This design comes from an exercise in tuning for small area and few clock cycles per item on the open sky130 flow, not from production work.
Where RTL was checked, it was by simulation tests only, not by an equivalence proof against the original.
Function not checked in run 2: the RTL went through the layout flow alone.

==> flow/design.v, too long to show whole: its modules and the start of the top module <==
// module joinC: 15 lines
// module OEHB: 26 lines
// module mul_comb: 843 lines
// module mul_op: 22 lines
module mul_op #(parameter INPUTS = 2,
		parameter OUTPUTS = 1,
		parameter DATA_IN_SIZE = 32,
		parameter DATA_OUT_SIZE = 32)
		(
		input clk,
		input rst,
		input [INPUTS * (DATA_IN_SIZE)- 1 : 0]data_in_bus,
		input [INPUTS - 1 : 0]valid_in_bus,
		output [INPUTS - 1 : 0] ready_in_bus,
		output [OUTPUTS * (DATA_OUT_SIZE) - 1 : 0]data_out_bus,
		output [OUTPUTS - 1 : 0]valid_out_bus,
		input 	[OUTPUTS - 1 : 0] ready_out_bus
);
  // ...
==> flow/run.sh <==
#!/bin/bash
# synth_recipe.tcl (not shown) runs the flow's synth.tcl, then flattens the netlist and writes it again
# the make line also repeats each setting of config.mk as NAME=value (left out here)
make -C /OpenROAD-flow-scripts/flow DESIGN_CONFIG=/design/flow/config.mk WORK_HOME=/design/flow/orfs CLKGATE_MAP_FILE= SYNTH_SCRIPT=/design/flow/synth_recipe.tcl finish
==> flow/config.mk <==
export PLATFORM = sky130hd
export DESIGN_NAME = mul_op
export DESIGN_NICKNAME = mul_op
export VERILOG_FILES = /design/flow/design.v
export SDC_FILE = /design/flow/constraint.sdc
export NUM_CORES = 4
export LEC_CHECK = 0
export ABC_AREA = 1
export CAP_MARGIN = 20
export CORE_MARGIN = 2
export CORE_UTILIZATION = 40
export SLEW_MARGIN = 20
==> flow/constraint.sdc <==
create_clock -name core_clock -period 8.0 [get_ports {clk}]
set_input_delay 1.6000 -clock core_clock [delete_from_list [all_inputs] [get_ports {clk}]]
set_output_delay 1.6000 -clock core_clock [all_outputs]
set_load 0.01 [all_outputs]
==> metrics list, run 1 <==
* Result of the run: no timing/DRC/antenna violations
- Met2 track demand over resource in global routing: 37.7%
- Critical register-to-register path endpoint: oehb_buffer.data_reg[27]
* Initial DRC Count: between 800 and 900
* Global router's overall resource usage: 23.5%
- Maximum single-stage delay on the critical path: 550 ps
- Global-route layer with the greatest usage: met2
- Input and output buffers added on the ports amount to 103.
- Well tap count: roughly 440
- After detailed routing, the wire length on met1 is 18300 um.
- The design has 33 sequential cells.
- Number of nets in the final layout: 2050
- The top cell types in the final layout, fill and taps aside, are 315 x inv_1, 271 x xor2_1, 238 x o22ai_1.
- Cell repeated most along the worst path: fa_1
- Once placement finished, the instance area stood at 0.0148 sq mm.
- Yosys warnings: 1
* TritonCTS sink count: 33
* Met3 wire length: roughly 2600 um
- Non-filler cells, final: 2183
- Post-CTS Hold Buffers: 0
* Top-area cell type share of the netlist area: 29.9%
- Number of cells on the worst reg-to-reg path: 4
- Post-Place Cells: 2175
- Data arrives at the worst endpoint at roughly 7500 ps.
* Top layer reached by signal wires: met4
* Cell kind with the greatest summed area: multi-input gates
* Setup TNS after final layout: 0 ps
- The critical path goes through clkdlybuf4s50_1 -> or2_1 -> nand2_1 -> o22ai_1 -> xor2_1 -> fa_1 -> inv_1 -> fa_1 -> fa_1 -> fa_1 -> fa_1 -> inv_1 -> fa_1 -> ha_1 -> inv_1 -> o21bai_1 -> a31oi_1 -> o21ai_0 -> a21oi_1 -> inv_1 -> nand2_1 -> nand2_1.
- Clock buffer count from CTS: 5
- Insertion delay of the later-clocked pin in the worst-skew pair: 290 ps
- The clock period could shrink to 7410 ps.
- Most used standard cell by instance count after synthesis: inv_1
* Starting Density: 40.6%
- Post-CTS setup buffer count: 0
* Count of standard-cell rows: 66
Testbench counts, summed over its fixed seeds: cycles 12,008, items 12,000.
==> run 2: changes to the inputs <==
--- a/flow/design.v
+++ b/flow/design.v
@@ -438,455 +438,253 @@
   assign pp14_0 = one[14] & a[0];
   assign pn14 = neg[14] & ~(one[14] & a[0]);
   assign pp14_1 = ((one[14] & a[1]) | (two[14] & a[0])) ^ neg[14];
   assign pp14_2 = ((one[14] & a[2]) | (two[14] & a[1])) ^ neg[14];
   assign pp14_3 = ((one[14] & a[3]) | (two[14] & a[2])) ^ neg[14];
   assign pp15_0 = one[15] & a[0];
   assign pn15 = neg[15] & ~(one[15] & a[0]);
   assign pp15_1 = ((one[15] & a[1]) | (two[15] & a[0])) ^ neg[15];
-  assign s1 = pp0_25 ^ pp1_23;
-  assign c2 = pp0_25 & pp1_23;
-  assign s3 = pp0_26 ^ pp1_24 ^ pp2_22;
-  assign c4 = (pp0_26 & pp1_24) | (pp0_26 & pp2_22) | (pp1_24 & pp2_22);
-  assign s5 = pp0_27 ^ pp1_25 ^ pp2_23;
-  assign c6 = (pp0_27 & pp1_25) | (pp0_27 & pp2_23) | (pp1_25 & pp2_23);
-  assign s7 = pp3_21 ^ pp4_19;
-  assign c8 = pp3_21 & pp4_19;
-  assign s9 = pp0_28 ^ pp1_26 ^ pp2_24;
-  assign c10 = (pp0_28 & pp1_26) | (pp0_28 & pp2_24) | (pp1_26 & pp2_24);
-  assign s11 = pp3_22 ^ pp4_20 ^ pp5_18;
-  assign c12 = (pp3_22 & pp4_20) | (pp3_22 & pp5_18) | (pp4_20 & pp5_18);
-  assign s13 = pp0_29 ^ pp1_27 ^ pp2_25;
-  assign c14 = (pp0_29 & pp1_27) | (pp0_29 & pp2_25) | (pp1_27 & pp2_25);
-  assign s15 = pp3_23 ^ pp4_21 ^ pp5_19;
-  assign c16 = (pp3_23 & pp4_21) | (pp3_23 & pp5_19) | (pp4_21 & pp5_19);
-  assign s17 = pp6_17 ^ pp7_15;
-  assign c18 = pp6_17 & pp7_15;
-  assign s19 = pp0_30 ^ pp1_28 ^ pp2_26;
-  assign c20 = (pp0_30 & pp1_28) | (pp0_30 & pp2_26) | (pp1_28 & pp2_26);
-  assign s21 = pp3_24 ^ pp4_22 ^ pp5_20;
-  assign c22 = (pp3_24 & pp4_22) | (pp3_24 & pp5_20) | (pp4_22 & pp5_20);
-  assign s23 = pp6_18 ^ pp7_16 ^ pp8_14;
-  assign c24 = (pp6_18 & pp7_16) | (pp6_18 & pp8_14) | (pp7_16 & pp8_14);
+  ha_cell us1 (.a(pp0_25), .b(pp1_23), .s(s1), .co(c2));
+  fa_cell us3 (.a(pp0_26), .b(pp1_24), .ci(pp2_22), .s(s3), .co(c4));
+  fa_cell us5 (.a(pp0_27), .b(pp1_25), .ci(pp2_23), .s(s5), .co(c6));
+  ha_cell us7 (.a(pp3_21), .b(pp4_19), .s(s7), .co(c8));
+  fa_cell us9 (.a(pp0_28), .b(pp1_26), .ci(pp2_24), .s(s9), .co(c10));
+  fa_cell us11 (.a(pp3_22), .b(pp4_20), .ci(pp5_18), .s(s11), .co(c12));
+  fa_cell us13 (.a(pp0_29), .b(pp1_27), .ci(pp2_25), .s(s13), .co(c14));
+  fa_cell us15 (.a(pp3_23), .b(pp4_21), .ci(pp5_19), .s(s15), .co(c16));
+  ha_cell us17 (.a(pp6_17), .b(pp7_15), .s(s17), .co(c18));
+  fa_cell us19 (.a(pp0_30), .b(pp1_28), .ci(pp2_26), .s(s19), .co(c20));
+  fa_cell us21 (.a(pp3_24), .b(pp4_22), .ci(pp5_20), .s(s21), .co(c22));
+  fa_cell us23 (.a(pp6_18), .b(pp7_16), .ci(pp8_14), .s(s23), .co(c24));
   assign s25 = pp0_31 ^ pp1_29 ^ pp2_27;
   assign s26 = pp3_25 ^ pp4_23 ^ pp5_21;
   assign s27 = pp6_19 ^ pp7_17 ^ pp8_15;
   assign s28 = pp9_13 ^ pp10_11;
-  assign s29 = pp0_17 ^ pp1_15;
-  assign c30 = pp0_17 & pp1_15;
-  assign s31 = pp0_18 ^ pp1_16 ^ pp2_14;
-  assign c32 = (pp0_18 & pp1_16) | (pp0_18 & pp2_14) | (pp1_16 & pp2_14);
-  assign s33 = pp0_19 ^ pp1_17 ^ pp2_15;
-  assign c34 = (pp0_19 & pp1_17) | (pp0_19 & pp2_15) | (pp1_17 & pp2_15);
-  assign s35 = pp3_13 ^ pp4_11;
-  assign c36 = pp3_13 & pp4_11;
-  assign s37 = pp0_20 ^ pp1_18 ^ pp2_16;
-  assign c38 = (pp0_20 & pp1_18) | (pp0_20 & pp2_16) | (pp1_18 & pp2_16);
-  assign s39 = pp3_14 ^ pp4_12 ^ pp5_10;
-  assign c40 = (pp3_14 & pp4_12) | (pp3_14 & pp5_10) | (pp4_12 & pp5_10);
-  assign s41 = pp0_21 ^ pp1_19 ^ pp2_17;
-  assign c42 = (pp0_21 & pp1_19) | (pp0_21 & pp2_17) | (pp1_19 & pp2_17);
-  assign s43 = pp3_15 ^ pp4_13 ^ pp5_11;
-  assign c44 = (pp3_15 & pp4_13) | (pp3_15 & pp5_11) | (pp4_13 & pp5_11);
-  assign s45 = pp6_9 ^ pp7_7;
-  assign c46 = pp6_9 & pp7_7;
-  assign s47 = pp0_22 ^ pp1_20 ^ pp2_18;
-  assign c48 = (pp0_22 & pp1_20) | (pp0_22 & pp2_18) | (pp1_20 & pp2_18);
-  assign s49 = pp3_16 ^ pp4_14 ^ pp5_12;
-  assign c50 = (pp3_16 & pp4_14) | (pp3_16 & pp5_12) | (pp4_14 & pp5_12);
-  assign s51 = pp6_10 ^ pp7_8 ^ pp8_6;
-  assign c52 = (pp6_10 & pp7_8) | (pp6_10 & pp8_6) | (pp7_8 & pp8_6);
-  assign s53 = pp0_23 ^ pp1_21 ^ pp2_19;
-  assign c54 = (pp0_23 & pp1_21) | (pp0_23 & pp2_19) | (pp1_21 & pp2_19);
-  assign s55 = pp3_17 ^ pp4_15 ^ pp5_13;
-  assign c56 = (pp3_17 & pp4_15) | (pp3_17 & pp5_13) | (pp4_15 & pp5_13);
-  assign s57 = pp6_11 ^ pp7_9 ^ pp8_7;
-  assign c58 = (pp6_11 & pp7_9) | (pp6_11 & pp8_7) | (pp7_9 & pp8_7);
-  assign s59 = pp9_5 ^ pp10_3;
-  assign c60 = pp9_5 & pp10_3;
-  assign s61 = pp0_24 ^ pp1_22 ^ pp2_20;
-  assign c62 = (pp0_24 & pp1_22) | (pp0_24 & pp2_20) | (pp1_22 & pp2_20);
-  assign s63 = pp3_18 ^ pp4_16 ^ pp5_14;
-  assign c64 = (pp3_18 & pp4_16) | (pp3_18 & pp5_14) | (pp4_16 & pp5_14);
-  assign s65 = pp6_12 ^ pp7_10 ^ pp8_8;
-  assign c66 = (pp6_12 & pp7_10) | (pp6_12 & pp8_8) | (pp7_10 & pp8_8);
-  assign s67 = pp9_6 ^ pp10_4 ^ pp11_2;
-  assign c68 = (pp9_6 & pp10_4) | (pp9_6 & pp11_2) | (pp10_4 & pp11_2);
-  assign s69 = s1 ^ pp2_21 ^ pp3_19;
-  assign c70 = (s1 & pp2_21) | (s1 & pp3_19) | (pp2_21 & pp3_19);
-  assign s71 = pp4_17 ^ pp5_15 ^ pp6_13;
-  assign c72 = (pp4_17 & pp5_15) | (pp4_17 & pp6_13) | (pp5_15 & pp6_13);
-  assign s73 = pp7_11 ^ pp8_9 ^ pp9_7;
-  assign c74 = (pp7_11 & pp8_9) | (pp7_11 & pp9_7) | (pp8_9 & pp9_7);
-  assign s75 = pp10_5 ^ pp11_3 ^ pn12;
-  assign c76 = (pp10_5 & pp11_3) | (pp10_5 & pn12) | (pp11_3 & pn12);
-  assign s77 = c2 ^ s3 ^ pp3_20;
-  assign c78 = (c2 & s3) | (c2 & pp3_20) | (s3 & pp3_20);
-  assign s79 = pp4_18 ^ pp5_16 ^ pp6_14;
-  assign c80 = (pp4_18 & pp5_16) | (pp4_18 & pp6_14) | (pp5_16 & pp6_14);
-  assign s81 = pp7_12 ^ pp8_10 ^ pp9_8;
-  assign c82 = (pp7_12 & pp8_10) | (pp7_12 & pp9_8) | (pp8_10 & pp9_8);
-  assign s83 = pp10_6 ^ pp11_4 ^ pp12_2;
-  assign c84 = (pp10_6 & pp11_4) | (pp10_6 & pp12_2) | (pp11_4 & pp12_2);
-  assign s85 = c4 ^ s5 ^ s7;
-  assign c86 = (c4 & s5) | (c4 & s7) | (s5 & s7);
-  assign s87 = pp5_17 ^ pp6_15 ^ pp7_13;
-  assign c88 = (pp5_17 & pp6_15) | (pp5_17 & pp7_13) | (pp6_15 & pp7_13);
-  assign s89 = pp8_11 ^ pp9_9 ^ pp10_7;
-  assign c90 = (pp8_11 & pp9_9) | (pp8_11 & pp10_7) | (pp9_9 & pp10_7);
-  assign s91 = pp11_5 ^ pp12_3 ^ pn13;
-  assign c92 = (pp11_5 & pp12_3) | (pp11_5 & pn13) | (pp12_3 & pn13);
-  assign s93 = c6 ^ c8 ^ s9;
-  assign c94 = (c6 & c8) | (c6 & s9) | (c8 & s9);
-  assign s95 = s11 ^ pp6_16 ^ pp7_14;
-  assign c96 = (s11 & pp6_16) | (s11 & pp7_14) | (pp6_16 & pp7_14);
-  assign s97 = pp8_12 ^ pp9_10 ^ pp10_8;
-  assign c98 = (pp8_12 & pp9_10) | (pp8_12 & pp10_8) | (pp9_10 & pp10_8);
-  assign s99 = pp11_6 ^ pp12_4 ^ pp13_2;
-  assign c100 = (pp11_6 & pp12_4) | (pp11_6 & pp13_2) | (pp12_4 & pp13_2);
-  assign s101 = c10 ^ c12 ^ s13;
-  assign c102 = (c10 & c12) | (c10 & s13) | (c12 & s13);
-  assign s103 = s15 ^ s17 ^ pp8_13;
-  assign c104 = (s15 & s17) | (s15 & pp8_13) | (s17 & pp8_13);
-  assign s105 = pp9_11 ^ pp10_9 ^ pp11_7;
-  assign c106 = (pp9_11 & pp10_9) | (pp9_11 & pp11_7) | (pp10_9 & pp11_7);
-  assign s107 = pp12_5 ^ pp13_3 ^ pn14;
-  assign c108 = (pp12_5 & pp13_3) | (pp12_5 & pn14) | (pp13_3 & pn14);
-  assign s109 = c14 ^ c16 ^ c18;
-  assign c110 = (c14 & c16) | (c14 & c18) | (c16 & c18);
-  assign s111 = s19 ^ s21 ^ s23;
-  assign c112 = (s19 & s21) | (s19 & s23) | (s21 & s23);
-  assign s113 = pp9_12 ^ pp10_10 ^ pp11_8;
-  assign c114 = (pp9_12 & pp10_10) | (pp9_12 & pp11_8) | (pp10_10 & pp11_8);
-  assign s115 = pp12_6 ^ pp13_4 ^ pp14_2;
-  assign c116 = (pp12_6 & pp13_4) | (pp12_6 & pp14_2) | (pp13_4 & pp14_2);
+  ha_cell us29 (.a(pp0_17), .b(pp1_15), .s(s29), .co(c30));
+  fa_cell us31 (.a(pp0_18), .b(pp1_16), .ci(pp2_14), .s(s31), .co(c32));
+  fa_cell us33 (.a(pp0_19), .b(pp1_17), .ci(pp2_15), .s(s33), .co(c34));
+  ha_cell us35 (.a(pp3_13), .b(pp4_11), .s(s35), .co(c36));
+  fa_cell us37 (.a(pp0_20), .b(pp1_18), .ci(pp2_16), .s(s37), .co(c38));
+  fa_cell us39 (.a(pp3_14), .b(pp4_12), .ci(pp5_10), .s(s39), .co(c40));
+  fa_cell us41 (.a(pp0_21), .b(pp1_19), .ci(pp2_17), .s(s41), .co(c42));
+  fa_cell us43 (.a(pp3_15), .b(pp4_13), .ci(pp5_11), .s(s43), .co(c44));
+  ha_cell us45 (.a(pp6_9), .b(pp7_7), .s(s45), .co(c46));
+  fa_cell us47 (.a(pp0_22), .b(pp1_20), .ci(pp2_18), .s(s47), .co(c48));
+  fa_cell us49 (.a(pp3_16), .b(pp4_14), .ci(pp5_12), .s(s49), .co(c50));
+  fa_cell us51 (.a(pp6_10), .b(pp7_8), .ci(pp8_6), .s(s51), .co(c52));
+  fa_cell us53 (.a(pp0_23), .b(pp1_21), .ci(pp2_19), .s(s53), .co(c54));
+  fa_cell us55 (.a(pp3_17), .b(pp4_15), .ci(pp5_13), .s(s55), .co(c56));
+  fa_cell us57 (.a(pp6_11), .b(pp7_9), .ci(pp8_7), .s(s57), .co(c58));
+  ha_cell us59 (.a(pp9_5), .b(pp10_3), .s(s59), .co(c60));
+  fa_cell us61 (.a(pp0_24), .b(pp1_22), .ci(pp2_20), .s(s61), .co(c62));
+  fa_cell us63 (.a(pp3_18), .b(pp4_16), .ci(pp5_14), .s(s63), .co(c64));
+  fa_cell us65 (.a(pp6_12), .b(pp7_10), .ci(pp8_8), .s(s65), .co(c66));
+  fa_cell us67 (.a(pp9_6), .b(pp10_4), .ci(pp11_2), .s(s67), .co(c68));
+  fa_cell us69 (.a(s1), .b(pp2_21), .ci(pp3_19), .s(s69), .co(c70));
+  fa_cell us71 (.a(pp4_17), .b(pp5_15), .ci(pp6_13), .s(s71), .co(c72));
+  fa_cell us73 (.a(pp7_11), .b(pp8_9), .ci(pp9_7), .s(s73), .co(c74));
+  fa_cell us75 (.a(pp10_5), .b(pp11_3), .ci(pn12), .s(s75), .co(c76));
+  fa_cell us77 (.a(c2), .b(s3), .ci(pp3_20), .s(s77), .co(c78));
+  fa_cell us79 (.a(pp4_18), .b(pp5_16), .ci(pp6_14), .s(s79), .co(c80));
+  fa_cell us81 (.a(pp7_12), .b(pp8_10), .ci(pp9_8), .s(s81), .co(c82));
+  fa_cell us83 (.a(pp10_6), .b(pp11_4), .ci(pp12_2), .s(s83), .co(c84));
+  fa_cell us85 (.a(c4), .b(s5), .ci(s7), .s(s85), .co(c86));
+  fa_cell us87 (.a(pp5_17), .b(pp6_15), .ci(pp7_13), .s(s87), .co(c88));
+  fa_cell us89 (.a(pp8_11), .b(pp9_9), .ci(pp10_7), .s(s89), .co(c90));
+  fa_cell us91 (.a(pp11_5), .b(pp12_3), .ci(pn13), .s(s91), .co(c92));
+  fa_cell us93 (.a(c6), .b(c8), .ci(s9), .s(s93), .co(c94));
+  fa_cell us95 (.a(s11), .b(pp6_16), .ci(pp7_14), .s(s95), .co(c96));
+  fa_cell us97 (.a(pp8_12), .b(pp9_10), .ci(pp10_8), .s(s97), .co(c98));
+  fa_cell us99 (.a(pp11_6), .b(pp12_4), .ci(pp13_2), .s(s99), .co(c100));
+  fa_cell us101 (.a(c10), .b(c12), .ci(s13), .s(s101), .co(c102));
+  fa_cell us103 (.a(s15), .b(s17), .ci(pp8_13), .s(s103), .co(c104));
+  fa_cell us105 (.a(pp9_11), .b(pp10_9), .ci(pp11_7), .s(s105), .co(c106));
+  fa_cell us107 (.a(pp12_5), .b(pp13_3), .ci(pn14), .s(s107), .co(c108));
+  fa_cell us109 (.a(c14), .b(c16), .ci(c18), .s(s109), .co(c110));
+  fa_cell us111 (.a(s19), .b(s21), .ci(s23), .s(s111), .co(c112));
+  fa_cell us113 (.a(pp9_12), .b(pp10_10), .ci(pp11_8), .s(s113), .co(c114));
+  fa_cell us115 (.a(pp12_6), .b(pp13_4), .ci(pp14_2), .s(s115), .co(c116));
   assign s117 = c20 ^ c22 ^ c24;
   assign s118 = s25 ^ s26 ^ s27;
   assign s119 = s28 ^ pp11_9 ^ pp12_7;
   assign s120 = pp13_5 ^ pp14_3 ^ pn15;
-  assign s121 = pp0_11 ^ pp1_9;
-  assign c122 = pp0_11 & pp1_9;
-  assign s123 = pp0_12 ^ pp1_10 ^ pp2_8;
-  assign c124 = (pp0_12 & pp1_10) | (pp0_12 & pp2_8) | (pp1_10 & pp2_8);
-  assign s125 = pp0_13 ^ pp1_11 ^ pp2_9;
-  assign c126 = (pp0_13 & pp1_11) | (pp0_13 & pp2_9) | (pp1_11 & pp2_9);
-  assign s127 = pp3_7 ^ pp4_5;
-  assign c128 = pp3_7 & pp4_5;
-  assign s129 = pp0_14 ^ pp1_12 ^ pp2_10;
-  assign c130 = (pp0_14 & pp1_12) | (pp0_14 & pp2_10) | (pp1_12 & pp2_10);
-  assign s131 = pp3_8 ^ pp4_6 ^ pp5_4;
-  assign c132 = (pp3_8 & pp4_6) | (pp3_8 & pp5_4) | (pp4_6 & pp5_4);
-  assign s133 = pp0_15 ^ pp1_13 ^ pp2_11;
-  assign c134 = (pp0_15 & pp1_13) | (pp0_15 & pp2_11) | (pp1_13 & pp2_11);
-  assign s135 = pp3_9 ^ pp4_7 ^ pp5_5;
-  assign c136 = (pp3_9 & pp4_7) | (pp3_9 & pp5_5) | (pp4_7 & pp5_5);
-  assign s137 = pp6_3 ^ pn7;
-  assign c138 = pp6_3 & pn7;
-  assign s139 = pp0_16 ^ pp1_14 ^ pp2_12;
-  assign c140 = (pp0_16 & pp1_14) | (pp0_16 & pp2_12) | (pp1_14 & pp2_12);
-  assign s141 = pp3_10 ^ pp4_8 ^ pp5_6;
-  assign c142 = (pp3_10 & pp4_8) | (pp3_10 & pp5_6) | (pp4_8 & pp5_6);
-  assign s143 = pp6_4 ^ pp7_2 ^ pp8_0;
-  assign c144 = (pp6_4 & pp7_2) | (pp6_4 & pp8_0) | (pp7_2 & pp8_0);
-  assign s145 = s29 ^ pp2_13 ^ pp3_11;
-  assign c146 = (s29 & pp2_13) | (s29 & pp3_11) | (pp2_13 & pp3_11);
-  assign s147 = pp4_9 ^ pp5_7 ^ pp6_5;
-  assign c148 = (pp4_9 & pp5_7) | (pp4_9 & pp6_5) | (pp5_7 & pp6_5);
-  assign s149 = pp7_3 ^ pn8 ^ pp8_1;
-  assign c150 = (pp7_3 & pn8) | (pp7_3 & pp8_1) | (pn8 & pp8_1);
-  assign s151 = c30 ^ s31 ^ pp3_12;
-  assign c152 = (c30 & s31) | (c30 & pp3_12) | (s31 & pp3_12);
-  assign s153 = pp4_10 ^ pp5_8 ^ pp6_6;
-  assign c154 = (pp4_10 & pp5_8) | (pp4_10 & pp6_6) | (pp5_8 & pp6_6);
-  assign s155 = pp7_4 ^ pp8_2 ^ pp9_0;
-  assign c156 = (pp7_4 & pp8_2) | (pp7_4 & pp9_0) | (pp8_2 & pp9_0);
-  assign s157 = c32 ^ s33 ^ s35;
-  assign c158 = (c32 & s33) | (c32 & s35) | (s33 & s35);
-  assign s159 = pp5_9 ^ pp6_7 ^ pp7_5;
-  assign c160 = (pp5_9 & pp6_7) | (pp5_9 & pp7_5) | (pp6_7 & pp7_5);
-  assign s161 = pp8_3 ^ pn9 ^ pp9_1;
-  assign c162 = (pp8_3 & pn9) | (pp8_3 & pp9_1) | (pn9 & pp9_1);
-  assign s163 = c34 ^ c36 ^ s37;
-  assign c164 = (c34 & c36) | (c34 & s37) | (c36 & s37);
-  assign s165 = s39 ^ pp6_8 ^ pp7_6;
-  assign c166 = (s39 & pp6_8) | (s39 & pp7_6) | (pp6_8 & pp7_6);
-  assign s167 = pp8_4 ^ pp9_2 ^ pp10_0;
-  assign c168 = (pp8_4 & pp9_2) | (pp8_4 & pp10_0) | (pp9_2 & pp10_0);
-  assign s169 = c38 ^ c40 ^ s41;
-  assign c170 = (c38 & c40) | (c38 & s41) | (c40 & s41);
-  assign s171 = s43 ^ s45 ^ pp8_5;
-  assign c172 = (s43 & s45) | (s43 & pp8_5) | (s45 & pp8_5);
-  assign s173 = pp9_3 ^ pn10 ^ pp10_1;
-  assign c174 = (pp9_3 & pn10) | (pp9_3 & pp10_1) | (pn10 & pp10_1);
-  assign s175 = c42 ^ c44 ^ c46;
-  assign c176 = (c42 & c44) | (c42 & c46) | (c44 & c46);
-  assign s177 = s47 ^ s49 ^ s51;
-  assign c178 = (s47 & s49) | (s47 & s51) | (s49 & s51);
-  assign s179 = pp9_4 ^ pp10_2 ^ pp11_0;
-  assign c180 = (pp9_4 & pp10_2) | (pp9_4 & pp11_0) | (pp10_2 & pp11_0);
-  assign s181 = c48 ^ c50 ^ c52;
-  assign c182 = (c48 & c50) | (c48 & c52) | (c50 & c52);
-  assign s183 = s53 ^ s55 ^ s57;
-  assign c184 = (s53 & s55) | (s53 & s57) | (s55 & s57);
-  assign s185 = s59 ^ pn11 ^ pp11_1;
-  assign c186 = (s59 & pn11) | (s59 & pp11_1) | (pn11 & pp11_1);
-  assign s187 = c54 ^ c56 ^ c58;
-  assign c188 = (c54 & c56) | (c54 & c58) | (c56 & c58);
-  assign s189 = c60 ^ s61 ^ s63;
-  assign c190 = (c60 & s61) | (c60 & s63) | (s61 & s63);
-  assign s191 = s65 ^ s67 ^ pp12_0;
-  assign c192 = (s65 & s67) | (s65 & pp12_0) | (s67 & pp12_0);
-  assign s193 = c62 ^ c64 ^ c66;
-  assign c194 = (c62 & c64) | (c62 & c66) | (c64 & c66);
-  assign s195 = c68 ^ s69 ^ s71;
-  assign c196 = (c68 & s69) | (c68 & s71) | (s69 & s71);
-  assign s197 = s73 ^ s75 ^ pp12_1;
-  assign c198 = (s73 & s75) | (s73 & pp12_1) | (s75 & pp12_1);
-  assign s199 = c70 ^ c72 ^ c74;
-  assign c200 = (c70 & c72) | (c70 & c74) | (c72 & c74);
-  assign s201 = c76 ^ s77 ^ s79;
-  assign c202 = (c76 & s77) | (c76 & s79) | (s77 & s79);
-  assign s203 = s81 ^ s83 ^ pp13_0;
-  assign c204 = (s81 & s83) | (s81 & pp13_0) | (s83 & pp13_0);
-  assign s205 = c78 ^ c80 ^ c82;
-  assign c206 = (c78 & c80) | (c78 & c82) | (c80 & c82);
-  assign s207 = c84 ^ s85 ^ s87;
-  assign c208 = (c84 & s85) | (c84 & s87) | (s85 & s87);
-  assign s209 = s89 ^ s91 ^ pp13_1;
-  assign c210 = (s89 & s91) | (s89 & pp13_1) | (s91 & pp13_1);
-  assign s211 = c86 ^ c88 ^ c90;
-  assign c212 = (c86 & c88) | (c86 & c90) | (c88 & c90);
-  assign s213 = c92 ^ s93 ^ s95;
-  assign c214 = (c92 & s93) | (c92 & s95) | (s93 & s95);
-  assign s215 = s97 ^ s99 ^ pp14_0;
-  assign c216 = (s97 & s99) | (s97 & pp14_0) | (s99 & pp14_0);
-  assign s217 = c94 ^ c96 ^ c98;
-  assign c218 = (c94 & c96) | (c94 & c98) | (c96 & c98);
-  assign s219 = c100 ^ s101 ^ s103;
-  assign c220 = (c100 & s101) | (c100 & s103) | (s101 & s103);
-  assign s221 = s105 ^ s107 ^ pp14_1;
-  assign c222 = (s105 & s107) | (s105 & pp14_1) | (s107 & pp14_1);
-  assign s223 = c102 ^ c104 ^ c106;
-  assign c224 = (c102 & c104) | (c102 & c106) | (c104 & c106);
-  assign s225 = c108 ^ s109 ^ s111;
-  assign c226 = (c108 & s109) | (c108 & s111) | (s109 & s111);
-  assign s227 = s113 ^ s115 ^ pp15_0;
-  assign c228 = (s113 & s115) | (s113 & pp15_0) | (s115 & pp15_0);
+  ha_cell us121 (.a(pp0_11), .b(pp1_9), .s(s121), .co(c122));
+  fa_cell us123 (.a(pp0_12), .b(pp1_10), .ci(pp2_8), .s(s123), .co(c124));
+  fa_cell us125 (.a(pp0_13), .b(pp1_11), .ci(pp2_9), .s(s125), .co(c126));
+  ha_cell us127 (.a(pp3_7), .b(pp4_5), .s(s127), .co(c128));
+  fa_cell us129 (.a(pp0_14), .b(pp1_12), .ci(pp2_10), .s(s129), .co(c130));
+  fa_cell us131 (.a(pp3_8), .b(pp4_6), .ci(pp5_4), .s(s131), .co(c132));
+  fa_cell us133 (.a(pp0_15), .b(pp1_13), .ci(pp2_11), .s(s133), .co(c134));
+  fa_cell us135 (.a(pp3_9), .b(pp4_7), .ci(pp5_5), .s(s135), .co(c136));
+  ha_cell us137 (.a(pp6_3), .b(pn7), .s(s137), .co(c138));
+  fa_cell us139 (.a(pp0_16), .b(pp1_14), .ci(pp2_12), .s(s139), .co(c140));
+  fa_cell us141 (.a(pp3_10), .b(pp4_8), .ci(pp5_6), .s(s141), .co(c142));
+  fa_cell us143 (.a(pp6_4), .b(pp7_2), .ci(pp8_0), .s(s143), .co(c144));
+  fa_cell us145 (.a(s29), .b(pp2_13), .ci(pp3_11), .s(s145), .co(c146));
+  fa_cell us147 (.a(pp4_9), .b(pp5_7), .ci(pp6_5), .s(s147), .co(c148));
+  fa_cell us149 (.a(pp7_3), .b(pn8), .ci(pp8_1), .s(s149), .co(c150));
+  fa_cell us151 (.a(c30), .b(s31), .ci(pp3_12), .s(s151), .co(c152));
+  fa_cell us153 (.a(pp4_10), .b(pp5_8), .ci(pp6_6), .s(s153), .co(c154));
+  fa_cell us155 (.a(pp7_4), .b(pp8_2), .ci(pp9_0), .s(s155), .co(c156));
+  fa_cell us157 (.a(c32), .b(s33), .ci(s35), .s(s157), .co(c158));
+  fa_cell us159 (.a(pp5_9), .b(pp6_7), .ci(pp7_5), .s(s159), .co(c160));
+  fa_cell us161 (.a(pp8_3), .b(pn9), .ci(pp9_1), .s(s161), .co(c162));
+  fa_cell us163 (.a(c34), .b(c36), .ci(s37), .s(s163), .co(c164));
+  fa_cell us165 (.a(s39), .b(pp6_8), .ci(pp7_6), .s(s165), .co(c166));
+  fa_cell us167 (.a(pp8_4), .b(pp9_2), .ci(pp10_0), .s(s167), .co(c168));
+  fa_cell us169 (.a(c38), .b(c40), .ci(s41), .s(s169), .co(c170));
+  fa_cell us171 (.a(s43), .b(s45), .ci(pp8_5), .s(s171), .co(c172));
+  fa_cell us173 (.a(pp9_3), .b(pn10), .ci(pp10_1), .s(s173), .co(c174));
+  fa_cell us175 (.a(c42), .b(c44), .ci(c46), .s(s175), .co(c176));
+  fa_cell us177 (.a(s47), .b(s49), .ci(s51), .s(s177), .co(c178));
+  fa_cell us179 (.a(pp9_4), .b(pp10_2), .ci(pp11_0), .s(s179), .co(c180));
+  fa_cell us181 (.a(c48), .b(c50), .ci(c52), .s(s181), .co(c182));
+  fa_cell us183 (.a(s53), .b(s55), .ci(s57), .s(s183), .co(c184));
+  fa_cell us185 (.a(s59), .b(pn11), .ci(pp11_1), .s(s185), .co(c186));
+  fa_cell us187 (.a(c54), .b(c56), .ci(c58), .s(s187), .co(c188));
+  fa_cell us189 (.a(c60), .b(s61), .ci(s63), .s(s189), .co(c190));
+  fa_cell us191 (.a(s65), .b(s67), .ci(pp12_0), .s(s191), .co(c192));
+  fa_cell us193 (.a(c62), .b(c64), .ci(c66), .s(s193), .co(c194));
+  fa_cell us195 (.a(c68), .b(s69), .ci(s71), .s(s195), .co(c196));
+  fa_cell us197 (.a(s73), .b(s75), .ci(pp12_1), .s(s197), .co(c198));
+  fa_cell us199 (.a(c70), .b(c72), .ci(c74), .s(s199), .co(c200));
+  fa_cell us201 (.a(c76), .b(s77), .ci(s79), .s(s201), .co(c202));
+  fa_cell us203 (.a(s81), .b(s83), .ci(pp13_0), .s(s203), .co(c204));
+  fa_cell us205 (.a(c78), .b(c80), .ci(c82), .s(s205), .co(c206));
+  fa_cell us207 (.a(c84), .b(s85), .ci(s87), .s(s207), .co(c208));
+  fa_cell us209 (.a(s89), .b(s91), .ci(pp13_1), .s(s209), .co(c210));
+  fa_cell us211 (.a(c86), .b(c88), .ci(c90), .s(s211), .co(c212));
+  fa_cell us213 (.a(c92), .b(s93), .ci(s95), .s(s213), .co(c214));
+  fa_cell us215 (.a(s97), .b(s99), .ci(pp14_0), .s(s215), .co(c216));
+  fa_cell us217 (.a(c94), .b(c96), .ci(c98), .s(s217), .co(c218));
+  fa_cell us219 (.a(c100), .b(s101), .ci(s103), .s(s219), .co(c220));
+  fa_cell us221 (.a(s105), .b(s107), .ci(pp14_1), .s(s221), .co(c222));
+  fa_cell us223 (.a(c102), .b(c104), .ci(c106), .s(s223), .co(c224));
+  fa_cell us225 (.a(c108), .b(s109), .ci(s111), .s(s225), .co(c226));
+  fa_cell us227 (.a(s113), .b(s115), .ci(pp15_0), .s(s227), .co(c228));
   assign s229 = c110 ^ c112 ^ c114;
   assign s230 = c116 ^ s117 ^ s118;
   assign s231 = s119 ^ s120 ^ pp15_1;
-  assign s232 = pp0_7 ^ pp1_5;
-  assign c233 = pp0_7 & pp1_5;
-  assign s234 = pp0_8 ^ pp1_6 ^ pp2_4;
-  assign c235 = (pp0_8 & pp1_6) | (pp0_8 & pp2_4) | (pp1_6 & pp2_4);
-  assign s236 = pp0_9 ^ pp1_7 ^ pp2_5;
-  assign c237 = (pp0_9 & pp1_7) | (pp0_9 & pp2_5) | (pp1_7 & pp2_5);
-  assign s238 = pp3_3 ^ pn4;
-  assign c239 = pp3_3 & pn4;
-  assign s240 = pp0_10 ^ pp1_8 ^ pp2_6;
-  assign c241 = (pp0_10 & pp1_8) | (pp0_10 & pp2_6) | (pp1_8 & pp2_6);
-  assign s242 = pp3_4 ^ pp4_2 ^ pp5_0;
-  assign c243 = (pp3_4 & pp4_2) | (pp3_4 & pp5_0) | (pp4_2 & pp5_0);
-  assign s244 = s121 ^ pp2_7 ^ pp3_5;
-  assign c245 = (s121 & pp2_7) | (s121 & pp3_5) | (pp2_7 & pp3_5);
-  assign s246 = pp4_3 ^ pn5 ^ pp5_1;
-  assign c247 = (pp4_3 & pn5) | (pp4_3 & pp5_1) | (pn5 & pp5_1);
-  assign s248 = c122 ^ s123 ^ pp3_6;
-  assign c249 = (c122 & s123) | (c122 & pp3_6) | (s123 & pp3_6);
-  assign s250 = pp4_4 ^ pp5_2 ^ pp6_0;
-  assign c251 = (pp4_4 & pp5_2) | (pp4_4 & pp6_0) | (pp5_2 & pp6_0);
-  assign s252 = c124 ^ s125 ^ s127;
-  assign c253 = (c124 & s125) | (c124 & s127) | (s125 & s127);
-  assign s254 = pp5_3 ^ pn6 ^ pp6_1;
-  assign c255 = (pp5_3 & pn6) | (pp5_3 & pp6_1) | (pn6 & pp6_1);
-  assign s256 = c126 ^ c128 ^ s129;
-  assign c257 = (c126 & c128) | (c126 & s129) | (c128 & s129);
-  assign s258 = s131 ^ pp6_2 ^ pp7_0;
-  assign c259 = (s131 & pp6_2) | (s131 & pp7_0) | (pp6_2 & pp7_0);
-  assign s260 = c130 ^ c132 ^ s133;
-  assign c261 = (c130 & c132) | (c130 & s133) | (c132 & s133);
-  assign s262 = s135 ^ s137 ^ pp7_1;
-  assign c263 = (s135 & s137) | (s135 & pp7_1) | (s137 & pp7_1);
-  assign s264 = c134 ^ c136 ^ c138;
-  assign c265 = (c134 & c136) | (c134 & c138) | (c136 & c138);
-  assign s266 = s139 ^ s141 ^ s143;
-  assign c267 = (s139 & s141) | (s139 & s143) | (s141 & s143);
-  assign s268 = c140 ^ c142 ^ c144;
-  assign c269 = (c140 & c142) | (c140 & c144) | (c142 & c144);
-  assign s270 = s145 ^ s147 ^ s149;
-  assign c271 = (s145 & s147) | (s145 & s149) | (s147 & s149);
-  assign s272 = c146 ^ c148 ^ c150;
-  assign c273 = (c146 & c148) | (c146 & c150) | (c148 & c150);
-  assign s274 = s151 ^ s153 ^ s155;
-  assign c275 = (s151 & s153) | (s151 & s155) | (s153 & s155);
-  assign s276 = c152 ^ c154 ^ c156;
-  assign c277 = (c152 & c154) | (c152 & c156) | (c154 & c156);
-  assign s278 = s157 ^ s159 ^ s161;
-  assign c279 = (s157 & s159) | (s157 & s161) | (s159 & s161);
-  assign s280 = c158 ^ c160 ^ c162;
-  assign c281 = (c158 & c160) | (c158 & c162) | (c160 & c162);
-  assign s282 = s163 ^ s165 ^ s167;
-  assign c283 = (s163 & s165) | (s163 & s167) | (s165 & s167);
-  assign s284 = c164 ^ c166 ^ c168;
-  assign c285 = (c164 & c166) | (c164 & c168) | (c166 & c168);
-  assign s286 = s169 ^ s171 ^ s173;
-  assign c287 = (s169 & s171) | (s169 & s173) | (s171 & s173);
-  assign s288 = c170 ^ c172 ^ c174;
-  assign c289 = (c170 & c172) | (c170 & c174) | (c172 & c174);
-  assign s290 = s175 ^ s177 ^ s179;
-  assign c291 = (s175 & s177) | (s175 & s179) | (s177 & s179);
-  assign s292 = c176 ^ c178 ^ c180;
-  assign c293 = (c176 & c178) | (c176 & c180) | (c178 & c180);
-  assign s294 = s181 ^ s183 ^ s185;
-  assign c295 = (s181 & s183) | (s181 & s185) | (s183 & s185);
-  assign s296 = c182 ^ c184 ^ c186;
-  assign c297 = (c182 & c184) | (c182 & c186) | (c184 & c186);
-  assign s298 = s187 ^ s189 ^ s191;
-  assign c299 = (s187 & s189) | (s187 & s191) | (s189 & s191);
-  assign s300 = c188 ^ c190 ^ c192;
-  assign c301 = (c188 & c190) | (c188 & c192) | (c190 & c192);
-  assign s302 = s193 ^ s195 ^ s197;
-  assign c303 = (s193 & s195) | (s193 & s197) | (s195 & s197);
-  assign s304 = c194 ^ c196 ^ c198;
-  assign c305 = (c194 & c196) | (c194 & c198) | (c196 & c198);
-  assign s306 = s199 ^ s201 ^ s203;
-  assign c307 = (s199 & s201) | (s199 & s203) | (s201 & s203);
-  assign s308 = c200 ^ c202 ^ c204;
-  assign c309 = (c200 & c202) | (c200 & c204) | (c202 & c204);
-  assign s310 = s205 ^ s207 ^ s209;
-  assign c311 = (s205 & s207) | (s205 & s209) | (s207 & s209);
-  assign s312 = c206 ^ c208 ^ c210;
-  assign c313 = (c206 & c208) | (c206 & c210) | (c208 & c210);
-  assign s314 = s211 ^ s213 ^ s215;
-  assign c315 = (s211 & s213) | (s211 & s215) | (s213 & s215);
-  assign s316 = c212 ^ c214 ^ c216;
-  assign c317 = (c212 & c214) | (c212 & c216) | (c214 & c216);
-  assign s318 = s217 ^ s219 ^ s221;
-  assign c319 = (s217 & s219) | (s217 & s221) | (s219 & s221);
-  assign s320 = c218 ^ c220 ^ c222;
-  assign c321 = (c218 & c220) | (c218 & c222) | (c220 & c222);
-  assign s322 = s223 ^ s225 ^ s227;
-  assign c323 = (s223 & s225) | (s223 & s227) | (s225 & s227);
+  ha_cell us232 (.a(pp0_7), .b(pp1_5), .s(s232), .co(c233));
+  fa_cell us234 (.a(pp0_8), .b(pp1_6), .ci(pp2_4), .s(s234), .co(c235));
+  fa_cell us236 (.a(pp0_9), .b(pp1_7), .ci(pp2_5), .s(s236), .co(c237));
+  ha_cell us238 (.a(pp3_3), .b(pn4), .s(s238), .co(c239));
+  fa_cell us240 (.a(pp0_10), .b(pp1_8), .ci(pp2_6), .s(s240), .co(c241));
+  fa_cell us242 (.a(pp3_4), .b(pp4_2), .ci(pp5_0), .s(s242), .co(c243));
+  fa_cell us244 (.a(s121), .b(pp2_7), .ci(pp3_5), .s(s244), .co(c245));
+  fa_cell us246 (.a(pp4_3), .b(pn5), .ci(pp5_1), .s(s246), .co(c247));
+  fa_cell us248 (.a(c122), .b(s123), .ci(pp3_6), .s(s248), .co(c249));
+  fa_cell us250 (.a(pp4_4), .b(pp5_2), .ci(pp6_0), .s(s250), .co(c251));
+  fa_cell us252 (.a(c124), .b(s125), .ci(s127), .s(s252), .co(c253));
+  fa_cell us254 (.a(pp5_3), .b(pn6), .ci(pp6_1), .s(s254), .co(c255));
+  fa_cell us256 (.a(c126), .b(c128), .ci(s129), .s(s256), .co(c257));
+  fa_cell us258 (.a(s131), .b(pp6_2), .ci(pp7_0), .s(s258), .co(c259));
+  fa_cell us260 (.a(c130), .b(c132), .ci(s133), .s(s260), .co(c261));
+  fa_cell us262 (.a(s135), .b(s137), .ci(pp7_1), .s(s262), .co(c263));
+  fa_cell us264 (.a(c134), .b(c136), .ci(c138), .s(s264), .co(c265));
+  fa_cell us266 (.a(s139), .b(s141), .ci(s143), .s(s266), .co(c267));
+  fa_cell us268 (.a(c140), .b(c142), .ci(c144), .s(s268), .co(c269));
+  fa_cell us270 (.a(s145), .b(s147), .ci(s149), .s(s270), .co(c271));
+  fa_cell us272 (.a(c146), .b(c148), .ci(c150), .s(s272), .co(c273));
+  fa_cell us274 (.a(s151), .b(s153), .ci(s155), .s(s274), .co(c275));
+  fa_cell us276 (.a(c152), .b(c154), .ci(c156), .s(s276), .co(c277));
+  fa_cell us278 (.a(s157), .b(s159), .ci(s161), .s(s278), .co(c279));
+  fa_cell us280 (.a(c158), .b(c160), .ci(c162), .s(s280), .co(c281));
+  fa_cell us282 (.a(s163), .b(s165), .ci(s167), .s(s282), .co(c283));
+  fa_cell us284 (.a(c164), .b(c166), .ci(c168), .s(s284), .co(c285));
+  fa_cell us286 (.a(s169), .b(s171), .ci(s173), .s(s286), .co(c287));
+  fa_cell us288 (.a(c170), .b(c172), .ci(c174), .s(s288), .co(c289));
+  fa_cell us290 (.a(s175), .b(s177), .ci(s179), .s(s290), .co(c291));
+  fa_cell us292 (.a(c176), .b(c178), .ci(c180), .s(s292), .co(c293));
+  fa_cell us294 (.a(s181), .b(s183), .ci(s185), .s(s294), .co(c295));
+  fa_cell us296 (.a(c182), .b(c184), .ci(c186), .s(s296), .co(c297));
+  fa_cell us298 (.a(s187), .b(s189), .ci(s191), .s(s298), .co(c299));
+  fa_cell us300 (.a(c188), .b(c190), .ci(c192), .s(s300), .co(c301));
+  fa_cell us302 (.a(s193), .b(s195), .ci(s197), .s(s302), .co(c303));
+  fa_cell us304 (.a(c194), .b(c196), .ci(c198), .s(s304), .co(c305));
+  fa_cell us306 (.a(s199), .b(s201), .ci(s203), .s(s306), .co(c307));
+  fa_cell us308 (.a(c200), .b(c202), .ci(c204), .s(s308), .co(c309));
+  fa_cell us310 (.a(s205), .b(s207), .ci(s209), .s(s310), .co(c311));
+  fa_cell us312 (.a(c206), .b(c208), .ci(c210), .s(s312), .co(c313));
+  fa_cell us314 (.a(s211), .b(s213), .ci(s215), .s(s314), .co(c315));
+  fa_cell us316 (.a(c212), .b(c214), .ci(c216), .s(s316), .co(c317));
+  fa_cell us318 (.a(s217), .b(s219), .ci(s221), .s(s318), .co(c319));
+  fa_cell us320 (.a(c218), .b(c220), .ci(c222), .s(s320), .co(c321));
+  fa_cell us322 (.a(s223), .b(s225), .ci(s227), .s(s322), .co(c323));
   assign s324 = c224 ^ c226 ^ c228;
   assign s325 = s229 ^ s230 ^ s231;
-  assign s326 = pp0_5 ^ pp1_3;
-  assign c327 = pp0_5 & pp1_3;
-  assign s328 = pp0_6 ^ pp1_4 ^ pp2_2;
-  assign c329 = (pp0_6 & pp1_4) | (pp0_6 & pp2_2) | (pp1_4 & pp2_2);
-  assign s330 = s232 ^ pp2_3 ^ pn3;
-  assign c331 = (s232 & pp2_3) | (s232 & pn3) | (pp2_3 & pn3);
-  assign s332 = c233 ^ s234 ^ pp3_2;
-  assign c333 = (c233 & s234) | (c233 & pp3_2) | (s234 & pp3_2);
-  assign s334 = c235 ^ s236 ^ s238;
-  assign c335 = (c235 & s236) | (c235 & s238) | (s236 & s238);
-  assign s336 = c237 ^ c239 ^ s240;
-  assign c337 = (c237 & c239) | (c237 & s240) | (c239 & s240);
-  assign s338 = c241 ^ c243 ^ s244;
-  assign c339 = (c241 & c243) | (c241 & s244) | (c243 & s244);
-  assign s340 = c245 ^ c247 ^ s248;
-  assign c341 = (c245 & c247) | (c245 & s248) | (c247 & s248);
-  assign s342 = c249 ^ c251 ^ s252;
-  assign c343 = (c249 & c251) | (c249 & s252) | (c251 & s252);
-  assign s344 = c253 ^ c255 ^ s256;
-  assign c345 = (c253 & c255) | (c253 & s256) | (c255 & s256);
-  assign s346 = c257 ^ c259 ^ s260;
-  assign c347 = (c257 & c259) | (c257 & s260) | (c259 & s260);
-  assign s348 = c261 ^ c263 ^ s264;
-  assign c349 = (c261 & c263) | (c261 & s264) | (c263 & s264);
-  assign s350 = c265 ^ c267 ^ s268;
-  assign c351 = (c265 & c267) | (c265 & s268) | (c267 & s268);
-  assign s352 = c269 ^ c271 ^ s272;
-  assign c353 = (c269 & c271) | (c269 & s272) | (c271 & s272);
-  assign s354 = c273 ^ c275 ^ s276;
-  assign c355 = (c273 & c275) | (c273 & s276) | (c275 & s276);
-  assign s356 = c277 ^ c279 ^ s280;
-  assign c357 = (c277 & c279) | (c277 & s280) | (c279 & s280);
-  assign s358 = c281 ^ c283 ^ s284;
-  assign c359 = (c281 & c283) | (c281 & s284) | (c283 & s284);
-  assign s360 = c285 ^ c287 ^ s288;
-  assign c361 = (c285 & c287) | (c285 & s288) | (c287 & s288);
-  assign s362 = c289 ^ c291 ^ s292;
-  assign c363 = (c289 & c291) | (c289 & s292) | (c291 & s292);
-  assign s364 = c293 ^ c295 ^ s296;
-  assign c365 = (c293 & c295) | (c293 & s296) | (c295 & s296);
-  assign s366 = c297 ^ c299 ^ s300;
-  assign c367 = (c297 & c299) | (c297 & s300) | (c299 & s300);
-  assign s368 = c301 ^ c303 ^ s304;
-  assign c369 = (c301 & c303) | (c301 & s304) | (c303 & s304);
-  assign s370 = c305 ^ c307 ^ s308;
-  assign c371 = (c305 & c307) | (c305 & s308) | (c307 & s308);
-  assign s372 = c309 ^ c311 ^ s312;
-  assign c373 = (c309 & c311) | (c309 & s312) | (c311 & s312);
-  assign s374 = c313 ^ c315 ^ s316;
-  assign c375 = (c313 & c315) | (c313 & s316) | (c315 & s316);
-  assign s376 = c317 ^ c319 ^ s320;
-  assign c377 = (c317 & c319) | (c317 & s320) | (c319 & s320);
+  ha_cell us326 (.a(pp0_5), .b(pp1_3), .s(s326), .co(c327));
+  fa_cell us328 (.a(pp0_6), .b(pp1_4), .ci(pp2_2), .s(s328), .co(c329));
+  fa_cell us330 (.a(s232), .b(pp2_3), .ci(pn3), .s(s330), .co(c331));
+  fa_cell us332 (.a(c233), .b(s234), .ci(pp3_2), .s(s332), .co(c333));
+  fa_cell us334 (.a(c235), .b(s236), .ci(s238), .s(s334), .co(c335));
+  fa_cell us336 (.a(c237), .b(c239), .ci(s240), .s(s336), .co(c337));
+  fa_cell us338 (.a(c241), .b(c243), .ci(s244), .s(s338), .co(c339));
+  fa_cell us340 (.a(c245), .b(c247), .ci(s248), .s(s340), .co(c341));
+  fa_cell us342 (.a(c249), .b(c251), .ci(s252), .s(s342), .co(c343));
+  fa_cell us344 (.a(c253), .b(c255), .ci(s256), .s(s344), .co(c345));
+  fa_cell us346 (.a(c257), .b(c259), .ci(s260), .s(s346), .co(c347));
+  fa_cell us348 (.a(c261), .b(c263), .ci(s264), .s(s348), .co(c349));
+  fa_cell us350 (.a(c265), .b(c267), .ci(s268), .s(s350), .co(c351));
+  fa_cell us352 (.a(c269), .b(c271), .ci(s272), .s(s352), .co(c353));
+  fa_cell us354 (.a(c273), .b(c275), .ci(s276), .s(s354), .co(c355));
+  fa_cell us356 (.a(c277), .b(c279), .ci(s280), .s(s356), .co(c357));
+  fa_cell us358 (.a(c281), .b(c283), .ci(s284), .s(s358), .co(c359));
+  fa_cell us360 (.a(c285), .b(c287), .ci(s288), .s(s360), .co(c361));
+  fa_cell us362 (.a(c289), .b(c291), .ci(s292), .s(s362), .co(c363));
+  fa_cell us364 (.a(c293), .b(c295), .ci(s296), .s(s364), .co(c365));
+  fa_cell us366 (.a(c297), .b(c299), .ci(s300), .s(s366), .co(c367));
+  fa_cell us368 (.a(c301), .b(c303), .ci(s304), .s(s368), .co(c369));
+  fa_cell us370 (.a(c305), .b(c307), .ci(s308), .s(s370), .co(c371));
+  fa_cell us372 (.a(c309), .b(c311), .ci(s312), .s(s372), .co(c373));
+  fa_cell us374 (.a(c313), .b(c315), .ci(s316), .s(s374), .co(c375));
+  fa_cell us376 (.a(c317), .b(c319), .ci(s320), .s(s376), .co(c377));
   assign s378 = c321 ^ c323 ^ s324;
-  assign s379 = pp0_3 ^ pn1;
-  assign c380 = pp0_3 & pn1;
-  assign s381 = pp0_4 ^ pp1_2 ^ pp2_0;
-  assign c382 = (pp0_4 & pp1_2) | (pp0_4 & pp2_0) | (pp1_2 & pp2_0);
-  assign s383 = s326 ^ pn2 ^ pp2_1;
-  assign c384 = (s326 & pn2) | (s326 & pp2_1) | (pn2 & pp2_1);
-  assign s385 = c327 ^ s328 ^ pp3_0;
-  assign c386 = (c327 & s328) | (c327 & pp3_0) | (s328 & pp3_0);
-  assign s387 = c329 ^ s330 ^ pp3_1;
-  assign c388 = (c329 & s330) | (c329 & pp3_1) | (s330 & pp3_1);
-  assign s389 = c331 ^ s332 ^ pp4_0;
-  assign c390 = (c331 & s332) | (c331 & pp4_0) | (s332 & pp4_0);
-  assign s391 = c333 ^ s334 ^ pp4_1;
-  assign c392 = (c333 & s334) | (c333 & pp4_1) | (s334 & pp4_1);
-  assign s393 = c335 ^ s336 ^ s242;
-  assign c394 = (c335 & s336) | (c335 & s242) | (s336 & s242);
-  assign s395 = c337 ^ s338 ^ s246;
-  assign c396 = (c337 & s338) | (c337 & s246) | (s338 & s246);
-  assign s397 = c339 ^ s340 ^ s250;
-  assign c398 = (c339 & s340) | (c339 & s250) | (s340 & s250);
-  assign s399 = c341 ^ s342 ^ s254;
-  assign c400 = (c341 & s342) | (c341 & s254) | (s342 & s254);
-  assign s401 = c343 ^ s344 ^ s258;
-  assign c402 = (c343 & s344) | (c343 & s258) | (s344 & s258);
-  assign s403 = c345 ^ s346 ^ s262;
-  assign c404 = (c345 & s346) | (c345 & s262) | (s346 & s262);
-  assign s405 = c347 ^ s348 ^ s266;
-  assign c406 = (c347 & s348) | (c347 & s266) | (s348 & s266);
-  assign s407 = c349 ^ s350 ^ s270;
-  assign c408 = (c349 & s350) | (c349 & s270) | (s350 & s270);
-  assign s409 = c351 ^ s352 ^ s274;
-  assign c410 = (c351 & s352) | (c351 & s274) | (s352 & s274);
-  assign s411 = c353 ^ s354 ^ s278;
-  assign c412 = (c353 & s354) | (c353 & s278) | (s354 & s278);
-  assign s413 = c355 ^ s356 ^ s282;
-  assign c414 = (c355 & s356) | (c355 & s282) | (s356 & s282);
-  assign s415 = c357 ^ s358 ^ s286;
-  assign c416 = (c357 & s358) | (c357 & s286) | (s358 & s286);
-  assign s417 = c359 ^ s360 ^ s290;
-  assign c418 = (c359 & s360) | (c359 & s290) | (s360 & s290);
-  assign s419 = c361 ^ s362 ^ s294;
-  assign c420 = (c361 & s362) | (c361 & s294) | (s362 & s294);
-  assign s421 = c363 ^ s364 ^ s298;
-  assign c422 = (c363 & s364) | (c363 & s298) | (s364 & s298);
-  assign s423 = c365 ^ s366 ^ s302;
-  assign c424 = (c365 & s366) | (c365 & s302) | (s366 & s302);
-  assign s425 = c367 ^ s368 ^ s306;
-  assign c426 = (c367 & s368) | (c367 & s306) | (s368 & s306);
-  assign s427 = c369 ^ s370 ^ s310;
-  assign c428 = (c369 & s370) | (c369 & s310) | (s370 & s310);
-  assign s429 = c371 ^ s372 ^ s314;
-  assign c430 = (c371 & s372) | (c371 & s314) | (s372 & s314);
-  assign s431 = c373 ^ s374 ^ s318;
-  assign c432 = (c373 & s374) | (c373 & s318) | (s374 & s318);
-  assign s433 = c375 ^ s376 ^ s322;
-  assign c434 = (c375 & s376) | (c375 & s322) | (s376 & s322);
+  ha_cell us379 (.a(pp0_3), .b(pn1), .s(s379), .co(c380));
+  fa_cell us381 (.a(pp0_4), .b(pp1_2), .ci(pp2_0), .s(s381), .co(c382));
+  fa_cell us383 (.a(s326), .b(pn2), .ci(pp2_1), .s(s383), .co(c384));
+  fa_cell us385 (.a(c327), .b(s328), .ci(pp3_0), .s(s385), .co(c386));
+  fa_cell us387 (.a(c329), .b(s330), .ci(pp3_1), .s(s387), .co(c388));
+  fa_cell us389 (.a(c331), .b(s332), .ci(pp4_0), .s(s389), .co(c390));
+  fa_cell us391 (.a(c333), .b(s334), .ci(pp4_1), .s(s391), .co(c392));
+  fa_cell us393 (.a(c335), .b(s336), .ci(s242), .s(s393), .co(c394));
+  fa_cell us395 (.a(c337), .b(s338), .ci(s246), .s(s395), .co(c396));
+  fa_cell us397 (.a(c339), .b(s340), .ci(s250), .s(s397), .co(c398));
+  fa_cell us399 (.a(c341), .b(s342), .ci(s254), .s(s399), .co(c400));
+  fa_cell us401 (.a(c343), .b(s344), .ci(s258), .s(s401), .co(c402));
+  fa_cell us403 (.a(c345), .b(s346), .ci(s262), .s(s403), .co(c404));
+  fa_cell us405 (.a(c347), .b(s348), .ci(s266), .s(s405), .co(c406));
+  fa_cell us407 (.a(c349), .b(s350), .ci(s270), .s(s407), .co(c408));
+  fa_cell us409 (.a(c351), .b(s352), .ci(s274), .s(s409), .co(c410));
+  fa_cell us411 (.a(c353), .b(s354), .ci(s278), .s(s411), .co(c412));
+  fa_cell us413 (.a(c355), .b(s356), .ci(s282), .s(s413), .co(c414));
+  fa_cell us415 (.a(c357), .b(s358), .ci(s286), .s(s415), .co(c416));
+  fa_cell us417 (.a(c359), .b(s360), .ci(s290), .s(s417), .co(c418));
+  fa_cell us419 (.a(c361), .b(s362), .ci(s294), .s(s419), .co(c420));
+  fa_cell us421 (.a(c363), .b(s364), .ci(s298), .s(s421), .co(c422));
+  fa_cell us423 (.a(c365), .b(s366), .ci(s302), .s(s423), .co(c424));
+  fa_cell us425 (.a(c367), .b(s368), .ci(s306), .s(s425), .co(c426));
+  fa_cell us427 (.a(c369), .b(s370), .ci(s310), .s(s427), .co(c428));
+  fa_cell us429 (.a(c371), .b(s372), .ci(s314), .s(s429), .co(c430));
+  fa_cell us431 (.a(c373), .b(s374), .ci(s318), .s(s431), .co(c432));
+  fa_cell us433 (.a(c375), .b(s376), .ci(s322), .s(s433), .co(c434));
   assign s435 = c377 ^ s378 ^ s325;
   assign x = {c434, c432, c430, c428, c426, c424, c422, c420, c418, c416, c414, c412, c410, c408, c406, c404, c402, c400, c398, c396, c394, c392, c390, c388, c386, c384, c382, c380, s379, pp0_2, pn0, pp0_0};
   assign y = {s435, s433, s431, s429, s427, s425, s423, s421, s419, s417, s415, s413, s411, s409, s407, s405, s403, s401, s399, s397, s395, s393, s391, s389, s387, s385, s383, s381, pp1_1, pp1_0, pp0_1, 1'b0};
   assign p = x + y;
 endmodule
+module fa_cell (input a, input b, input ci, output s, output co);
+  assign s = a ^ b ^ ci;
+  assign co = (a & b) | (a & ci) | (b & ci);
+endmodule
+module ha_cell (input a, input b, output s, output co);
+  assign s = a ^ b;
+  assign co = a & b;
+endmodule
 module mul_op #(parameter INPUTS = 2,
 		parameter OUTPUTS = 1,
 		parameter DATA_IN_SIZE = 32,
 		parameter DATA_OUT_SIZE = 32)
 		(
 		input clk,
 		input rst,
 		input [INPUTS * (DATA_IN_SIZE)- 1 : 0]data_in_bus,
--- a/flow/config.mk
+++ b/flow/config.mk
@@ -5,8 +5,9 @@
 export SDC_FILE = /design/flow/constraint.sdc
 export NUM_CORES = 4
 export LEC_CHECK = 0
 export ABC_AREA = 1
 export CAP_MARGIN = 20
 export CORE_MARGIN = 2
 export CORE_UTILIZATION = 40
 export SLEW_MARGIN = 20
+export SYNTH_HIERARCHICAL = 1
==> run 2 against run 1 <==
Compared with the run above: still clean on timing, DRC and antenna; fmax increased by 0.52%; setup slack improved by 39 ps; synthesized cell count decreased by 9.4%; global-route usage about the same; critical path type unchanged.
==> metrics list, run 2 <==
- Result of the run: no timing/DRC/antenna violations (unchanged).
* Maximum single-stage delay on the critical path: 620 ps (was 550 ps)
- The post-synthesis register bit count is 33 (unchanged).
- Synth area leaders: fa_1 31%, xor2_1 19%, o22ai_1 12% (was fa_1 30%, xor2_1 18%, o22ai_1 11%).
- Master cell of the clock root buffer: clkbuf_16 (unchanged)
- The minimum clock period after layout came to 7370 ps (was 7410 ps).
* Final number of setup-violating endpoints: 0 (unchanged)
- The largest net degree at the start of global routing is 36 (was 33).
- Max-slew violation count: 0 (unchanged)
* R2R setup slack: 6640 ps (was 6710 ps)
- Initial DRC Count: 950 (was 827)
* Kind of end point of the critical path: flip-flop (unchanged)
* Cell area after technology mapping: 0.0125 sq mm (was 0.0132 sq mm)
- RSZ-0062 raised after global routing: no (unchanged)
- The cell with the largest stage delay on the worst path is clkdlybuf4s50_1 (was fa_1).
- The number of buffer cells added on primary ports came to 103 (unchanged).
- The worst hold margin was 1010 ps (was 655 ps).
- Total congestion overflow after global routing: 0 (unchanged)
- Overall die width: 181 um (was 186 um)
- The average detailed-routed wire length per instance was 19.8 um (was 18.3 um).
- The number of sinks handled by clock tree synthesis was 33 (unchanged).
- The length of the first detailed-routing pass in iterations is 9 (was 7).
- CTS max path bufs: 2 (unchanged)
- The data required time at the worst endpoint was 8030 ps (was 8050 ps).
- The number of vias per cell came to 5.72 (was 5.26).
* Post-CTS setup buffer count: 0 (unchanged)
* Die outline area: 0.0328 sq mm (was 0.0345 sq mm)
* List of cells traversed by the critical path: clkdlybuf4s50_1 -> nor2_1 -> nor2_1 -> inv_1 -> o22ai_1 -> xor2_1 -> fa_1 -> fa_1 -> fa_1 -> fa_1 -> fa_1 -> fa_1 -> ha_1 -> inv_1 -> nor3_1 -> nand2_1 -> inv_1 -> nand4_1 -> nand2_1 -> inv_1 -> nand3_1 -> nand2_1 (was clkdlybuf4s50_1 -> or2_1 -> nand2_1 -> o22ai_1 -> xor2_1 -> fa_1 -> inv_1 -> fa_1 -> fa_1 -> fa_1 -> fa_1 -> inv_1 -> fa_1 -> ha_1 -> inv_1 -> o21bai_1 -> a31oi_1 -> o21ai_0 -> a21oi_1 -> inv_1 -> nand2_1 -> nand2_1)
- Biggest fanout along the worst timing path: 15 (was 13)
* Critical path startpoint: data_in_bus[39] (was data_in_bus[35])
* Met3 wire length: 3540 um (was 2640 um)
- The I/O pin total was 104 (unchanged).
* Number of nets in the final layout: 1883 (was 2050)
- Worst hold path type: reg2reg (unchanged)
- Setup TNS after final layout: 0 ps (unchanged)
- The number of flops mapped to enable cells by yosys was 32 (unchanged).
* Count of endpoints failing hold in the final timing report: 0 (unchanged)
* Number of distinct library cell variants in the gate-level netlist after synthesis: 41 (was 48)
* Worst-case clock skew: 4.01 ps (was 4.85 ps)
- Measured slew at the worst slew-check pin: 792 ps (was 577 ps)
- Number of antenna-violating nets in the routed design: 0 (unchanged)
- Max frequency: 0.136 GHz (was 0.135 GHz)
- The placed wire-length estimate is 31900 um (was 33100 um).
* Worst hold path endpoint: oehb_buffer.valid_out_bus (unchanged)
- The signal arrival time at the worst endpoint was 7400 ps (was 7460 ps).
- The synthesized instance count is 1512 (was 1668).
- The wire length of the first global-routing pass came to 61300 um (was 62600 um).
- Total of max-cap violations: 0 (unchanged)
- Insertion delay of the later-clocked pin in the worst-skew pair: 280 ps (was 290 ps)
* Async set or reset register ratio after synthesis: 3.03% (unchanged)
* Critical register-to-register path endpoint: oehb_buffer.data_reg[17] (was oehb_buffer.data_reg[27])
- Most common cell after layout, fill and taps aside: xor2_1 (was inv_1)
* Commonest cells after routing, fill and taps aside: 266 x xor2_1, 239 x o22ai_1, 214 x nand2_1 (was 315 x inv_1, 271 x xor2_1, 238 x o22ai_1)
- The dominant synthesized flop cell was edfxtp_1 (unchanged).
* Count of standard-cell rows: 64 (was 66)
- Number of cells on the worst reg-to-reg path: 1 (was 4)
- The headroom to the max-slew limit is 47.0% (was 61.5%).
- Yosys warnings: 7 (was 1)
- Residual DRC: 0 (unchanged)
- Routed met2 length: 17700 um (was 18000 um)
* Leading area contributor after synthesis: fa_1 (unchanged)
- The number of clock buffers inserted by TritonCTS came to 5 (unchanged).
- The clock-pin slew on the worst setup and hold paths came to 50 ps (was 60 ps).
- The kind of start point of the critical path was an input port (unchanged).
* Final worst-path cycle share: 92.2% (was 92.6%)
- Syn Nets: 1822 (was 1978)
* DRT met1 WL: 16900 um (was 18300 um)
* Most used standard cell by instance count after synthesis: xor2_1 (was inv_1)
- The post-synthesis sequential area ratio came to 7.87% (was 7.46%).
- The critical path class was in2reg (unchanged).
* Top-area cell type share of the netlist area: 31.5% (was 29.9%)
- The quantity of hold-fixing buffers added after cts was 0 (unchanged).
- Total Routed Length: 39000 um (was 39900 um)
* Mean instance size in the synthesized netlist: 8.29 sq um (was 7.92 sq um)
- The cell seen most often among critical-path stages is fa_1 (unchanged).
- The quantity of gates resized following cts is 0 (unchanged).
* Global router's overall resource usage: 23.5% (about the same)
- H-tree lvl count: 2 (unchanged)
* Top layer reached by signal wires: met4 (unchanged)
- Vias: 11300 (was 11500)
* Weighted congestion at the end of routability-driven global placement: 0.929 (was 0.938)
* Via count of the first global-routing pass: 11200 (was 11300)
- The CTS tree was done (unchanged).
- Starting Density: 40.7% (was 40.6%)
* Commonest cells in the netlist: 266 x xor2_1, 239 x o22ai_1, 214 x nand2_1 (was 315 x inv_1, 271 x xor2_1, 238 x o22ai_1)
- Die H: 181 um (was 186 um)
- The core area came to 0.0307 sq mm (was 0.0325 sq mm).
* Share of post-route cells with drive strength above 1: 6.29% (was 7.52%)
* Worst hold stages: 2 (was 4)
- Startpoint of the most critical hold path: oehb_buffer.valid_out_bus (unchanged)
- Worst flop-to-flop path startpoint: oehb_buffer.valid_out_bus (unchanged)
* Antenna violations before repair: 0 (unchanged)
* Largest register FFs: 32 (unchanged)
- The number of diodes was 0 (unchanged).
- Synthesis-to-layout area growth: 13.0% (was 13.3%)
run 2: changes by cell type after synthesis, sizes merged, moves of 5 or more:
cell	before	now
inv	338	151
nand3	39	55
buf	37	50
nor2	49	61
nand2	228	220
clkbuf	67	60
xnor2	11	17
o21ai	33	38
xor2	271	266
run 2: modules after synthesis, one instance, submodules excluded, a selection:
module | cells | area [sq um]
fa_cell | 1 | 20.0
ha_cell | 1 | 12.5
mul_comb | 1258 | 7400
run 2: per-layer routing:
layer  up-vias  track usage [%]
met5         -                0
met4         0             6.11
met3        58             3.49
met2       589             37.6
met1      5465             33.2
li1       5166                -
run 2: worst max-delay path by stage:
stage	endpoint	slack [ps]	cells after the start
finish	oehb_buffer.data_reg[31]	630	22
global route	oehb_buffer.data_reg[31]	330	22
CTS	oehb_buffer.data_reg[31]	680	22
detailed placement	oehb_buffer.data_reg[31]	410	22
floorplan	oehb_buffer.data_reg[28]	1300	24
global placement	oehb_buffer.data_reg[31]	470	22
run 2: logic make-up after synthesis:
group / count (synthesis) / share of synthesized area [%]
and+or+nand+nor: 349 / 11.5
AOI/OAI and AO/OA: 333 / 16.2
buffers and inverters: 273 / 8.76
xor gates and xnor gates: 283 / 19.8
DFF: 33 / 7.87
adders and majority gates: 241 / 35.9
run 2: worst max-delay path: cells and delay by family:
kind,cells,cell delay [ps]
XOR/XNOR,1,220
AO/OA/AOI/OAI,1,270
buffers and inverters,5,1100
AND/OR/NAND/NOR,8,900
adder cells (fa/ha/maj),7,3330
run 2: per-stage QoR:
| stage | instance area (sq um) | setup slack [ps] | instances | util (%) |
|---|---|---|---|---|
| after floorplan | 12500 | 1300 | 1512 | - |
| after global routing | 14200 | 326 | 1970 | 46.0 |
| final | 14200 | 628 | 1970 | 46.0 |
| after global placement | 14000 | 467 | 1962 | 45.6 |
| after CTS | 14200 | 683 | 1970 | 46.0 |
| after detailed placement | 14000 | 405 | 1962 | 45.6 |
run 2: final cells by class:
cell class	instances	area, sq um
Inverter	163	612
Clock buffer	8	146
Tap cell	396	495
Timing Repair Buffer	164	1470
Sequential cell	33	986
Multi-Input combinational cell	1206	10400
Fill cell	3066	16600

==> static timing again, ports no longer ideal <==
The flow's constraints put no driver on any port. The routed layouts listed below were extracted and timed again, unchanged, in two steps. Step 1, drivers: a clkbuf_16 drives clk and a buf_2 each remaining input, both assumed. Step 2 also shifts input and output timing later by t, the mid clock arrival at the registers, as if the neighbouring blocks saw the same clock. Three values: ideal ports, drivers, drivers and shift; two values: the first two.
| run | shift t [ns] | setup slack, ns | worst data-port slew with drivers (ns) |
|---|---|---|---|
| run 1 | 0.339 | 0.589 / 0.618 / 0.280 | 0.06 |
| run 2 | 0.313 | 0.628 / 0.641 / 0.328 | 0.04 |
After both steps setup and hold are still met in every run listed. The setup slack of run 1, which loses most, moves by +0.029 ns with the drivers and by -0.309 ns with both steps.
